What follows belongs to an exercise in optimizing a design on an open flow for small area, a short achievable clock period and few clock cycles; a production flow would make more cautious choices.
Function was not checked in any run shown here: the RTL went through the layout flow alone.
Power is estimated from default activity; no workload was simulated.

==> design.v <==
module circle_control(input logic clk, input logic rst_n, input logic [2:0] colour,
                      input logic [7:0] centre_x, input logic [6:0] centre_y, input logic [7:0] diameter,
                      input logic start, output logic done,
                      output logic [7:0] vga_x, output logic [6:0] vga_y,
                      output logic [2:0] vga_colour, output logic vga_plot);
     function automatic logic [9:0] fadd(input logic [9:0] x, input logic [9:0] y, input logic c);
          logic [9:0] p, g, gg, pp;
          p = x ^ y;
          g = x & y;
          g[0] = g[0] | (p[0] & c);
          pp = p;
          for (int l = 0; l < 4; l++) begin
               for (int i = 9; i >= 0; i--) begin
                    if (((i >> l) & 1) == 1) begin
                         g[i]  = g[i] | (pp[i] & g[((i >> l) << l) - 1]);
                         pp[i] = pp[i] & pp[((i >> l) << l) - 1];
                    end
               end
          end
          fadd[0] = p[0] ^ c;
          for (int i = 1; i < 10; i++) fadd[i] = p[i] ^ g[i - 1];
     endfunction
     function automatic logic fcmp(input logic [7:0] x, input logic [7:0] y, input logic c);
          logic [9:0] s;
          s = fadd({2'b00, x}, {2'b00, ~y}, c);
          fcmp = s[8];
     endfunction
     function automatic logic [18:0] radd(input logic [18:0] x, input logic [18:0] y);
          logic k;
          k = 1'b0;
          for (int i = 0; i < 19; i++) begin
               radd[i] = x[i] ^ y[i] ^ k;
               k = (x[i] & y[i]) | (x[i] & k) | (y[i] & k);
          end
     endfunction
     logic start_r, start_rr;
     logic [7:0] d_r, cx_r;
     logic [6:0] cy_r;
     always_ff @(posedge clk) begin
          start_r    <= start;
          start_rr   <= start_r;
          d_r        <= diameter;
          cx_r       <= centre_x;
          cy_r       <= centre_y;
          vga_colour <= colour;
     end
     logic [18:0] dd, s, m6, m3;
     assign dd = {11'd0, d_r};
     assign s  = radd(dd << 8, radd(dd << 5, dd << 3));
     assign m6 = radd(s, radd(dd, 19'd510));
     assign m3 = radd(s << 2, radd(dd, 19'd1019));
     logic [6:0] dh_c;                                
     assign dh_c = d_r[7:1] + {6'd0, d_r[0]};
     logic [9:0] x1_c, x2_c;
     assign x1_c = fadd({2'b00, cx_r}, {3'b000, dh_c}, 1'b0);
     assign x2_c = fadd({2'b00, cx_r}, ~{3'b000, dh_c}, 1'b1);
     logic [6:0] k6;
     logic [7:0] k3;
     logic [6:0] dh;
     logic [8:0] x1;       
     logic [7:0] x2;       
     logic       en2;      
     always_ff @(posedge clk) begin
          k6  <= m6[16:10];
          k3  <= m3[18:11];
          dh  <= dh_c;
          x1  <= x1_c[8:0];
          x2  <= x2_c[7:0];
          en2 <= !x2_c[9] && (cx_r != 8'd0);
     end
     logic [9:0] y1_c, y3_c, kk_c;
     assign y1_c = fadd({3'b000, cy_r}, {3'b000, k6}, 1'b0);
     assign y3_c = fadd({3'b000, cy_r}, ~{2'b00, k3}, 1'b1);
     assign kk_c = fadd({3'b000, k6}, {2'b00, k3}, 1'b0);
     logic [7:0] y1;       
     logic [6:0] y3;       
     logic       en3;      
     logic [7:0] kk;       
     always_ff @(posedge clk) begin
          y1  <= y1_c[7:0];
          y3  <= y3_c[6:0];
          en3 <= !y3_c[9];
          kk  <= kk_c[7:0];
     end
     logic [7:0] ox, oy;
     logic [9:0] crit;      
     logic [9:0] cx10, y110, y310;
     assign cx10 = {2'b00, cx_r};
     assign y110 = {2'b00, y1};
     assign y310 = {3'b000, y3};
     logic [9:0] ox10, oy10;
     assign ox10 = {2'b00, ox};
     assign oy10 = {2'b00, oy};
     logic [9:0] xa1, xb1, xa2, xb2, x3a, x3b, x3c, ya, yb, y3x, y3y;
     assign xa1 = fadd({1'b0, x1}, ~ox10, 1'b1);
     assign xb1 = fadd({1'b0, x1}, ~oy10, 1'b1);
     assign xa2 = fadd({2'b00, x2}, ox10, 1'b0);
     assign xb2 = fadd({2'b00, x2}, oy10, 1'b0);
     assign x3a = fadd(cx10, oy10, 1'b0);
     assign x3b = fadd(cx10, ~oy10, 1'b1);
     assign x3c = fadd(cx10, ~ox10, 1'b1);
     assign ya  = fadd(y110, ~oy10, 1'b1);
     assign yb  = fadd(y110, ~ox10, 1'b1);
     assign y3x = fadd(y310, ox10, 1'b0);
     assign y3y = fadd(y310, oy10, 1'b0);
     function automatic logic in159(input logic [9:0] v);    
          in159 = !v[9] && (v[8:0] != 9'd0) && (v[8:0] <= 9'd159);
     endfunction
     function automatic logic in119(input logic [9:0] v);    
          in119 = !v[9] && (v[8:0] != 9'd0) && (v[8:0] <= 9'd119);
     endfunction
     logic eq, ax, oxgt, oxge, oygt, oyge, oxk, oyk;
     assign eq   = (ox == oy);
     assign ax   = (oy == 8'd0);
     assign oxgt = fcmp(ox, {1'b0, dh}, 1'b0);
     assign oxge = fcmp(ox, {1'b0, dh}, 1'b1);
     assign oygt = fcmp(oy, {1'b0, dh}, 1'b0);
     assign oyge = fcmp(oy, {1'b0, dh}, 1'b1);
     assign oxk  = fcmp(ox, kk, 1'b0);
     assign oyk  = fcmp(oy, kk, 1'b0);
     logic ya_ok, yb_ok, y3x_ok;
     assign ya_ok  = in119(ya);
     assign yb_ok  = in119(yb);
     assign y3x_ok = en3 && (y3x <= 10'd99) && oxk;
     logic [6:0] cand;
     assign cand[0] = in159(xa1) && oxgt && ya_ok;
     assign cand[1] = in159(xb1) && oygt && yb_ok && !eq;
     assign cand[2] = en2 && (xa2 <= 10'd159) && oxge && ya_ok && !(eq && !ax);
     assign cand[3] = en2 && (xb2 <= 10'd159) && oyge && yb_ok && !ax;
     assign cand[4] = (x3a <= 10'd159) && (x3a != 10'd0) && y3x_ok && !eq;
     assign cand[5] = in159(x3b) && y3x_ok && !ax;
     assign cand[6] = en3 && in159(x3c) && (y3y <= 10'd99) && oyk && !eq;
     logic cpos, lval;
     assign cpos = !crit[9] && (crit != 10'd0);
     assign lval = !fcmp(oy, ox, 1'b0);               
     logic [9:0] c1, c2;
     assign c1 = fadd(crit, {1'b0, oy, 1'b1}, 1'b0);                        
     assign c2 = fadd(crit, fadd({1'b0, oy, 1'b1}, ~{1'b0, ox, 1'b0}, 1'b1), 1'b0);  
     logic [6:0] cr;        
     logic [7:0] oxc, oyc;
     logic [2:0] ptr;
     logic busy;
     logic [6:0] rem;
     assign rem = cr & (7'h7f << ptr);
     logic [2:0] sidx;
     always_comb begin
          sidx = 3'd0;
          for (int i = 6; i >= 0; i--) if (rem[i]) sidx = i[2:0];
     end
     logic adv;
     assign adv = ((rem & ~(7'd1 << sidx)) == 7'd0);
     logic [7:0] xbase, xoff, ybase, yoff;
     logic xs, ys;
     always_comb begin
          case (sidx)
               3'd0: begin xbase = x1[7:0]; xoff = oxc; xs = 1'b1; ybase = y1;          yoff = oyc; ys = 1'b1; end
               3'd1: begin xbase = x1[7:0]; xoff = oyc; xs = 1'b1; ybase = y1;          yoff = oxc; ys = 1'b1; end
               3'd2: begin xbase = x2;      xoff = oxc; xs = 1'b0; ybase = y1;          yoff = oyc; ys = 1'b1; end
               3'd3: begin xbase = x2;      xoff = oyc; xs = 1'b0; ybase = y1;          yoff = oxc; ys = 1'b1; end
               3'd4: begin xbase = cx_r;    xoff = oyc; xs = 1'b0; ybase = {1'b0, y3};  yoff = oxc; ys = 1'b0; end
               3'd5: begin xbase = cx_r;    xoff = oyc; xs = 1'b1; ybase = {1'b0, y3};  yoff = oxc; ys = 1'b0; end
               default: begin xbase = cx_r; xoff = oxc; xs = 1'b1; ybase = {1'b0, y3};  yoff = oyc; ys = 1'b0; end
          endcase
     end
     logic [9:0] pxs, pys;
     assign pxs = fadd({2'b00, xbase ^ {8{xs}}}, {2'b00, xoff}, 1'b0);
     assign pys = fadd({2'b00, ybase ^ {8{ys}}}, {2'b00, yoff}, 1'b0);
     always_ff @(posedge clk) begin
          if (!start_r) begin
               ox   <= d_r;
               oy   <= 8'd0;
               crit <= 10'd1 - {2'b00, d_r};
          end else if (!start_rr || (busy && adv && lval)) begin
               ox   <= cpos ? ox - 8'd1 : ox;
               oy   <= oy + 8'd1;
               crit <= cpos ? c2 : c1;
          end
          if (!start_rr) begin
               cr   <= cand;
               oxc  <= ox;
               oyc  <= oy;
               ptr  <= 3'd0;
               busy <= 1'b1;
          end else if (busy) begin
               if (adv) begin
                    cr   <= cand;
                    oxc  <= ox;
                    oyc  <= oy;
                    ptr  <= 3'd0;
                    busy <= lval;
               end else begin
                    ptr <= sidx + 3'd1;
               end
          end
          vga_x    <= pxs[7:0] ^ {8{xs}};
          vga_y    <= pys[6:0] ^ {7{ys}};
          vga_plot <= rst_n && start && start_rr && busy && (rem != 7'd0);
          if (!rst_n || !start) done <= 1'b0;
          else if (start_rr && busy && adv && !lval) done <= 1'b1;
     end
endmodule
module reuleaux(input logic clk, input logic rst_n, input logic [2:0] colour,
                input logic [7:0] centre_x, input logic [6:0] centre_y, input logic [7:0] diameter,
                input logic start, output logic done,
                output logic [7:0] vga_x, output logic [6:0] vga_y,
                output logic [2:0] vga_colour, output logic vga_plot);
     circle_control u_ctl(.clk(clk), .rst_n(rst_n), .colour(colour), .centre_x(centre_x),
                          .centre_y(centre_y), .diameter(diameter), .start(start), .done(done),
                          .vga_x(vga_x), .vga_y(vga_y), .vga_colour(vga_colour), .vga_plot(vga_plot));
endmodule
==> run.sh <==
#!/bin/bash
# synth_recipe.tcl (not shown) runs the flow's synth.tcl, then flattens the netlist and writes it again
# the make line also repeats each setting of config.mk as NAME=value (left out here)
make -C /OpenROAD-flow-scripts/flow DESIGN_CONFIG=/design/flow/config.mk WORK_HOME=/design/flow/orfs CLKGATE_MAP_FILE= SYNTH_SCRIPT=/design/flow/synth_recipe.tcl finish
==> config.mk <==
export PLATFORM = sky130hd
export DESIGN_NAME = reuleaux
export DESIGN_NICKNAME = reuleaux
export VERILOG_FILES = /design/flow/design.v
export SDC_FILE = /design/flow/constraint.sdc
export NUM_CORES = 4
export LEC_CHECK = 0
export CAP_MARGIN = 20
export CORE_MARGIN = 2
export CORE_UTILIZATION = 40
export SETUP_SLACK_MARGIN = 5
export SLEW_MARGIN = 20
==> constraint.sdc <==
create_clock -name core_clock -period 10.0 [get_ports {clk}]
set_input_delay 2.0000 -clock core_clock [delete_from_list [all_inputs] [get_ports {clk}]]
set_output_delay 2.0000 -clock core_clock [all_outputs]
set_load 0.01 [all_outputs]
==> results.py, run 1 <==
metrics = {
    "critical_path": {
        "critPathLaunch": "u_ctl.d_r[0]$_DFF_P_",
        "cp_top_family": "adder cells",
        "crit_path_cell_trace": "ha_4 > inv_2 > fa_2 > fa_2 > fa_2 > fa_2 > inv_2 > fa_2 > fa_2 > fa_2 > fa_2 > inv_2 > fa_1 > inv_2 > buf_4 > ha_4 > ha_4 > fa_1",
        "cp_data_required_time_ns": 10.32,
        "max_stage_delay_ns": 0.53,
        "cp_slowest_cell": "fa_2",
        "crit_path_end_kind": "flop",
        "cpMostUsedCell": "fa_2",
        "worst-path-buf-inv": 5,
        "reg2reg_from": "u_ctl.d_r[0]$_DFF_P_",
        "timing.reg2reg.setup_slack_ns": 5.02,
        "worstPathArrival_ns": 5.30,
        "startpoint_type": "flop",
        "critPathKind": "flop to flop",
        "reg2reg_depth": 18,
        "path_max_fanout": 2,
        "r2r-end": "u_ctl.k6[5]$_DFF_P_",
    },
    "pwr": {
        "p_int_uw": 2460,
        "vdd_ir_drop_max_mv": 0.132,
        "p_per_area_nw_per_um2": 292,
        "power.share.clock_pct": 17.4,
        "pwr-share-comb_pct": 56.7,
        "power.leakage_uw": 0.00645,
        "switching_share_pct": 41.2,
        "p_seq_share_pct": 25.9,
        "switching_power_uw": 1730,
    },
    "floorplanning": {
        "die_w_um": 181,
        "rows": 64,
        "io_pins": 49,
        "start_util_pct": 40.8,
        "dieArea_sq_um": 32800,
        "die_y_um": 181,
        "core_area_sq_um": 30700,
    },
    "layout": {
        "nets": 1627,
        "drive_above_1_share_pct": 7.96,
        "multi_input_area_sq_um": 8360,
        "stdcell_count": 1727,
        "areaGrowthSynthToFinish_pct": 14.2,
        "fillers": 2883,
        "final_util_pct": 46.6,
        "num_antenna_cells": 0,
        "area.sequential_sq_um": 3650,
    },
    "run_status": {
        "status": "finished clean",
    },
    "min_path": {
        "hold-path-cell-count": 1,
        "hold_path_class": "flop to flop",
        "whs_endpoint": "u_ctl.en3$_DFF_P_",
        "worstHoldStart": "u_ctl.k3[7]$_DFF_P_",
    },
    "synth": {
        "synth_compound_area_share_pct": 14.2,
        "synth_mux_area_share_pct": 2.37,
        "yosysTopAreaCell": "ha_1",
        "yosysUniqueCellTypes": 64,
        "synth_enable_flop_cells": 41,
        "synth_most_common_cell": "ha_1",
        "synth-simple-area-share_pct": 10.3,
        "synth_cells": 1251,
        "synthAdderAreaFrac_pct": 32.5,
        "synthTopCellsByCount": "207 x ha_1, 143 x inv_1, 120 x dfxtp_1",
        "syn-num-nets": 1560,
        "synth_area_sq_um": 12600,
        "synth-async-reset-ratio_pct": 0,
        "synth_top_family_by_area": "adder cells",
        "ys_warn_count": 1,
        "yosysSeqAreaShare_pct": 28.9,
        "synth_area_leaders": "ha_1 21%, dfxtp_1 19%, fa_1 12%",
        "synth_xor_area_share_pct": 6.70,
        "synth_ff_type": "dfxtp_1",
        "avgSynthCellArea_sq_um": 10.0,
        "synth-seq-cells": 161,
        "synth.top_cell.area_share_pct": 20.6,
    },
    "place": {
        "hpwl_um": 24900,
        "post-place-ws_ns": 4.77,
        "gp_congestion": 0.847,
        "numPlacedInstances": 1690,
        "port_buffers": 48,
    },
    "timing": {
        "fin_skew_ns": 0.0144,
        "timing.final.crit_share_pct": 49.8,
        "post-route-min-period_ns": 4.98,
        "slew-limit-headroom_pct": 20.6,
        "tightestPinTransition_ns": 1.19,
        "setup_viol": 0,
        "fin_ws_ns": 5.02,
        "fin_tns_setup_ns": 0,
        "rsz0062_at_grt": "true",
        "fmax_mhz": 201,
        "drv_slew": 0,
        "finalHoldViolations": 0,
    },
    "flow_run": {
        "max-cap-violations": 0,
    },
    "global_routing": {
        "grt_overflow_total": 0,
        "grt_max_degree": 39,
        "grt_pass1_wl_um": 51600,
        "antenna_found_initial": 0,
        "grt_pass1_vias": 9244,
        "grt_use_total_pct": 20.6,
    },
    "clock_tree": {
        "cts_tree": "yes",
        "cts_buffers": 17,
        "h-tree-depth": 4,
        "clkSinkCount": 161,
        "cts_buffer_depth": 2,
        "clk_latency_ns": 0.45,
        "clk_pin_slew_ns": 0.07,
        "cts-root-buf": "clkbuf_16",
    },
    "detailed_routing": {
        "drt_first_pass_iters": 5,
        "via_per_inst": 5.32,
        "drt_iter0_markers": 549,
        "wirelength_um": 32600,
        "ant_nets": 0,
        "wl_per_cell_um": 18.9,
        "drc": 0,
        "num_vias": 9184,
    },
}
worst register-to-register path, cell delays in order, from the launching register on:
cell and delay [ns]:
dfxtp_4 0.37, ha_4 0.13, inv_2 0.03, fa_2 0.33, fa_2 0.35, fa_2 0.34, fa_2 0.53, inv_2 0.04
fa_2 0.35, fa_2 0.36, fa_2 0.38, fa_2 0.34, inv_2 0.06, fa_1 0.42, inv_2 0.07, buf_4 0.11
ha_4 0.12, ha_4 0.12, fa_1 0.41
layout by cell type (no fill, tap or decap), types with 33 or more instances in the layout:
cell type and n:
clkdlybuf4s50_1 48, nand2_1 46, o21ai_0 41, nor2_1 55
a21oi_1 77, xnor2_1 63, edfxtp_1 41, fa_1 65
a21o_1 53, inv_1 136, ha_1 203, dfxtp_1 116
xor2_1 33
final cells by class:
cell class	instances	share of cell area [%]
Inverter	144	3.77
Timing Repair Buffer	69	4.45
Clock buffer	22	3.54
Sequential cell	161	25.5
Clock inverter	10	0.987
Tap cell	396	3.46
Multi-Input combinational cell	925	58.3
logic make-up (layout without fill, tap and decap cells):
group / Yosys count / after routing
AND/OR/NAND/NOR: 246 / 246
multiplexers: 28 / 28
flip-flops: 161 / 161
AO/OA/AOI/OAI: 272 / 272
adder cells (fa/ha/maj): 283 / 283
buffers and inverters: 165 / 245
XOR/XNOR: 96 / 96
power groups by stage:
stage          combinational, uW  sequential, uW  clock (uW)
6_report                    2380            1080         728
3_3_place_gp                2310            1100           0
2_1_floorplan               1820            1050           0
4_1_cts                     2400            1080         739
3_5_place_dp                2370            1100           0
5_1_grt                     2720            1110         772
flip-flops by register name (all words and copies together) (netlist names), 8 cells and up:
register     count
u_ctl.crit      10
u_ctl.cx_r       8
u_ctl.d_r        8
u_ctl.k3         8
u_ctl.kk         8
u_ctl.ox         8
u_ctl.oxc        8
u_ctl.oy         8
u_ctl.oyc        8
u_ctl.vga_x      8
u_ctl.x1         8
u_ctl.x2         8
u_ctl.y1         8
metal layers:
| metal | vias to the layer above | GRT usage [%] | share of wire (%) |
|---|---|---|---|
| met2 | 216 | 33.1 | 46 |
| met1 | 4389 | 28.0 | 46 |
| li1 | 4527 | - | - |
| met5 | - | 0 | 0 |
| met3 | 52 | 3.10 | 4.3 |
| met4 | 0 | 8.10 | 3.2 |
stage by stage:
step	power, uW	cell area [sq um]	hold WS (ns)
2_1_floorplan	2870	12600	0.329
3_3_place_gp	3410	13600	0.450
3_5_place_dp	3470	13600	0.453
4_1_cts	4220	14300	0.461
5_1_grt	4600	14300	0.509
6_report	4190	14300	0.455
worst max-delay path by stage:
| stage | endpoint | cells after the start |
|---|---|---|
| floorplan | u_ctl.k3[6]$_DFF_P_ | 17 |
| global placement | u_ctl.k3[6]$_DFF_P_ | 16 |
| detailed placement | u_ctl.k3[6]$_DFF_P_ | 16 |
| CTS | u_ctl.k3[6]$_DFF_P_ | 17 |
| global route | u_ctl.k6[5]$_DFF_P_ | 18 |
| finish | u_ctl.k6[5]$_DFF_P_ | 18 |
timing repair:
action	CTS	global route
gates resized for setup	8	14
buffers inserted	4	1
hold buffers	0	0
pin swaps	2	7
endpoints found under the setup margin	4	7
==> run 2, diff against run 1 <==
--- a/config.mk
+++ b/config.mk
@@ -8,5 +8,4 @@
 export CAP_MARGIN = 20
 export CORE_MARGIN = 2
 export CORE_UTILIZATION = 40
-export SETUP_SLACK_MARGIN = 5
 export SLEW_MARGIN = 20
==> results.py, run 2 <==
metrics = {
    "run_status": {
        "status": "finished clean",
    },
    "detailed_routing": {
        "num_vias": 9187,
        "wl_per_cell_um": 18.9,
        "via_per_inst": 5.33,
        "drc": 0,
        "drt_iter0_markers": 550,
        "ant_nets": 0,
        "wirelength_um": 32600,
        "drt_first_pass_iters": 5,
    },
    "place": {
        "post-place-ws_ns": 4.47,
        "place_area_sq_um": 13600,
        "port_buffers": 48,
        "hpwl_um": 24900,
        "gp_congestion": 0.849,
    },
    "timing": {
        "fmax_mhz": 181,
        "fin_ws_ns": 4.47,
        "timing.final.crit_share_pct": 55.3,
        "finalHoldViolations": 0,
        "slew-limit-headroom_pct": 16.7,
        "fin_tns_setup_ns": 0,
        "fin_skew_ns": 0.00878,
        "setup_viol": 0,
        "drv_slew": 0,
        "post-route-min-period_ns": 5.53,
        "tightestPinTransition_ns": 1.25,
        "hold_slack_ns": 0.449,
        "rsz0062_at_grt": "false",
    },
    "min_path": {
        "worstHoldStart": "u_ctl.k3[7]$_DFF_P_",
        "hold_path_class": "flop to flop",
        "hold-path-cell-count": 1,
    },
    "floorplanning": {
        "dieArea_sq_um": 32800,
        "rows": 64,
        "die_y_um": 181,
        "core_area_sq_um": 30700,
        "io_pins": 49,
        "start_util_pct": 40.8,
        "die_w_um": 181,
    },
    "synth": {
        "yosysTopAreaCell": "ha_1",
        "yosysUniqueCellTypes": 64,
        "synthTopCellsByCount": "207 x ha_1, 143 x inv_1, 120 x dfxtp_1",
        "synth-seq-cells": 161,
        "yosysSeqAreaShare_pct": 28.9,
        "synth_enable_flop_cells": 41,
        "synth-async-reset-ratio_pct": 0,
        "synth_area_sq_um": 12600,
        "synth_ff_type": "dfxtp_1",
        "synth.top_cell.area_share_pct": 20.6,
        "synth_area_leaders": "ha_1 21%, dfxtp_1 19%, fa_1 12%",
        "avgSynthCellArea_sq_um": 10.0,
        "ys_warn_count": 1,
        "syn-num-nets": 1560,
        "synth_cells": 1251,
        "synth_most_common_cell": "ha_1",
    },
    "critical_path": {
        "reg2reg_from": "u_ctl.d_r[3]$_DFF_P_",
        "path_max_fanout": 10,
        "cp_data_required_time_ns": 10.32,
        "startpoint_type": "flop",
        "critPathKind": "flop to flop",
        "crit_path_end_kind": "flop",
        "critPathLaunch": "u_ctl.d_r[3]$_DFF_P_",
        "worstPathArrival_ns": 5.85,
        "reg2reg_depth": 16,
    },
    "pwr": {
        "switching_share_pct": 41.7,
        "vdd_ir_drop_max_mv": 0.145,
        "p_seq_share_pct": 25.9,
        "power.leakage_uw": 0.00643,
        "pwr-share-comb_pct": 57.5,
        "power.share.clock_pct": 16.6,
        "p_int_uw": 2430,
        "p_per_area_nw_per_um2": 293,
        "switching_power_uw": 1740,
    },
    "clock_tree": {
        "holdBufCountCts": 0,
        "clk_pin_slew_ns": 0.07,
        "cts_buffers": 17,
        "cts-root-buf": "clkbuf_16",
        "cts_buffer_depth": 2,
        "clkSinkCount": 161,
        "cts_tree": "yes",
        "post-cts-setup-buffer-count": 0,
        "h-tree-depth": 4,
        "ctsResizeCount": 0,
        "clk_latency_ns": 0.44,
    },
    "layout": {
        "design_area_sq_um": 14200,
        "final_common_cell": "ha_1",
        "nets": 1623,
        "num_antenna_cells": 0,
        "final_cell_mix": "207 x ha_1, 143 x inv_1, 120 x dfxtp_1",
        "largest_reg_flops": 10,
        "drive_above_1_share_pct": 5.95,
        "areaGrowthSynthToFinish_pct": 13.0,
        "regMostFlops": "u_ctl.crit",
        "final_util_pct": 46.1,
    },
    "global_routing": {
        "met2_usage_pct": 33.5,
        "grt_overflow_total": 0,
        "globalRoute.busiestLayer": "met2",
        "grt_use_total_pct": 20.6,
        "grt_pass1_vias": 9436,
        "grt_max_degree": 39,
        "grt_util_met3_pct": 3.12,
        "antenna_found_initial": 0,
        "grt_util_met1_pct": 27.6,
        "grt_pass1_wl_um": 51800,
    },
    "flow_run": {
        "max-cap-violations": 0,
    },
}
[run 2: cells by family (layout without fill, tap and decap cells)]
logic type	after synthesis	in the layout	synth area share, %
muxes	28	28	2.37
and+or+nand+nor	246	246	10.3
adders and majority gates	283	283	32.5
xor gates and xnor gates	96	96	6.70
DFF	161	161	28.9
buffers and inverters	165	241	4.95
AOI/OAI and AO/OA	272	272	14.2
[run 2: metrics by stage]
step | cells | total power [uW]
finish | 1723 | 4160
global route | 1723 | 4580
CTS | 1723 | 4210
detailed placement | 1691 | 3500
global placement | 1691 | 3420
floorplan | 1251 | 2860
[run 2: routing by layer]
layer | vias up | share of wire, %
li1 | 4510 | -
met1 | 4385 | 46
met2 | 223 | 46
met3 | 69 | 4.3
met4 | 0 | 3.7
met5 | - | 0
[run 2: path summary, 6_finish.rpt]
kind / endpoint / slack, ns
max: u_ctl.k3[6]$_DFF_P_ / 4.47
min: u_ctl.en3$_DFF_P_ / 0.45
max reg2reg: u_ctl.k3[6]$_DFF_P_ / 4.47
min reg2reg: u_ctl.en3$_DFF_P_ / 0.45
[run 2: worst max-delay path: stages (launching register included)]
cell     delay, ns
dfxtp_1       0.57
inv_1         0.21
fa_1          0.45
fa_1          0.40
fa_1          0.40
fa_1          0.49
inv_1         0.05
fa_1          0.40
fa_1          0.40
fa_1          0.41
fa_1          0.38
inv_1         0.08
fa_1          0.40
inv_1         0.08
ha_1          0.14
ha_1          0.16
fa_1          0.40
[run 2: layout make-up]
cell class / instances / area (sq um)
clock buffers: 22 / 497
clock inverters: 10 / 118
fillers: 2928 / 16600
inverters: 144 / 541
multi-input cells: 925 / 8300
flip-flops and latches: 161 / 3630
well taps: 396 / 495
repair buffers: 65 / 608
[run 2: power groups by stage]
stage	Sequential (uW)	Clock, uW	Combinational [uW]
CTS	1080	709	2420
global placement	1090	0	2330
finish	1080	691	2390
detailed placement	1090	0	2410
floorplan	1050	0	1820
global route	1110	730	2740

## port drivers added, routing unchanged
No port has a modelled driver above. Below, the same layouts with a new extraction and two added sets of constraints.
Step 1 assumes that a clkbuf_16 drives the clock port and a buf_2 every other input.
Step 2, shift: input delay + t, output delay - t, t = (earliest + latest rising clock arrival at the registers) / 2. This alone moves slack from input paths to output paths.
Three values: no drivers, after step 1, after step 2; two values: the first two.
run | t, ns | setup slack, ns | hold WS [ns] | worst slew at a driven data input, ns | pins driven straight from the clock port
run 1 | 0.493 | 5.017 / 5.017 / 5.017 | 0.455 / 0.455 / 0.455 | 0.03 | 1
run 2 | 0.486 | 4.465 / 4.465 / 4.465 | 0.449 / 0.449 / 0.449 | 0.04 | 1
After both steps setup and hold are still met in every run listed.
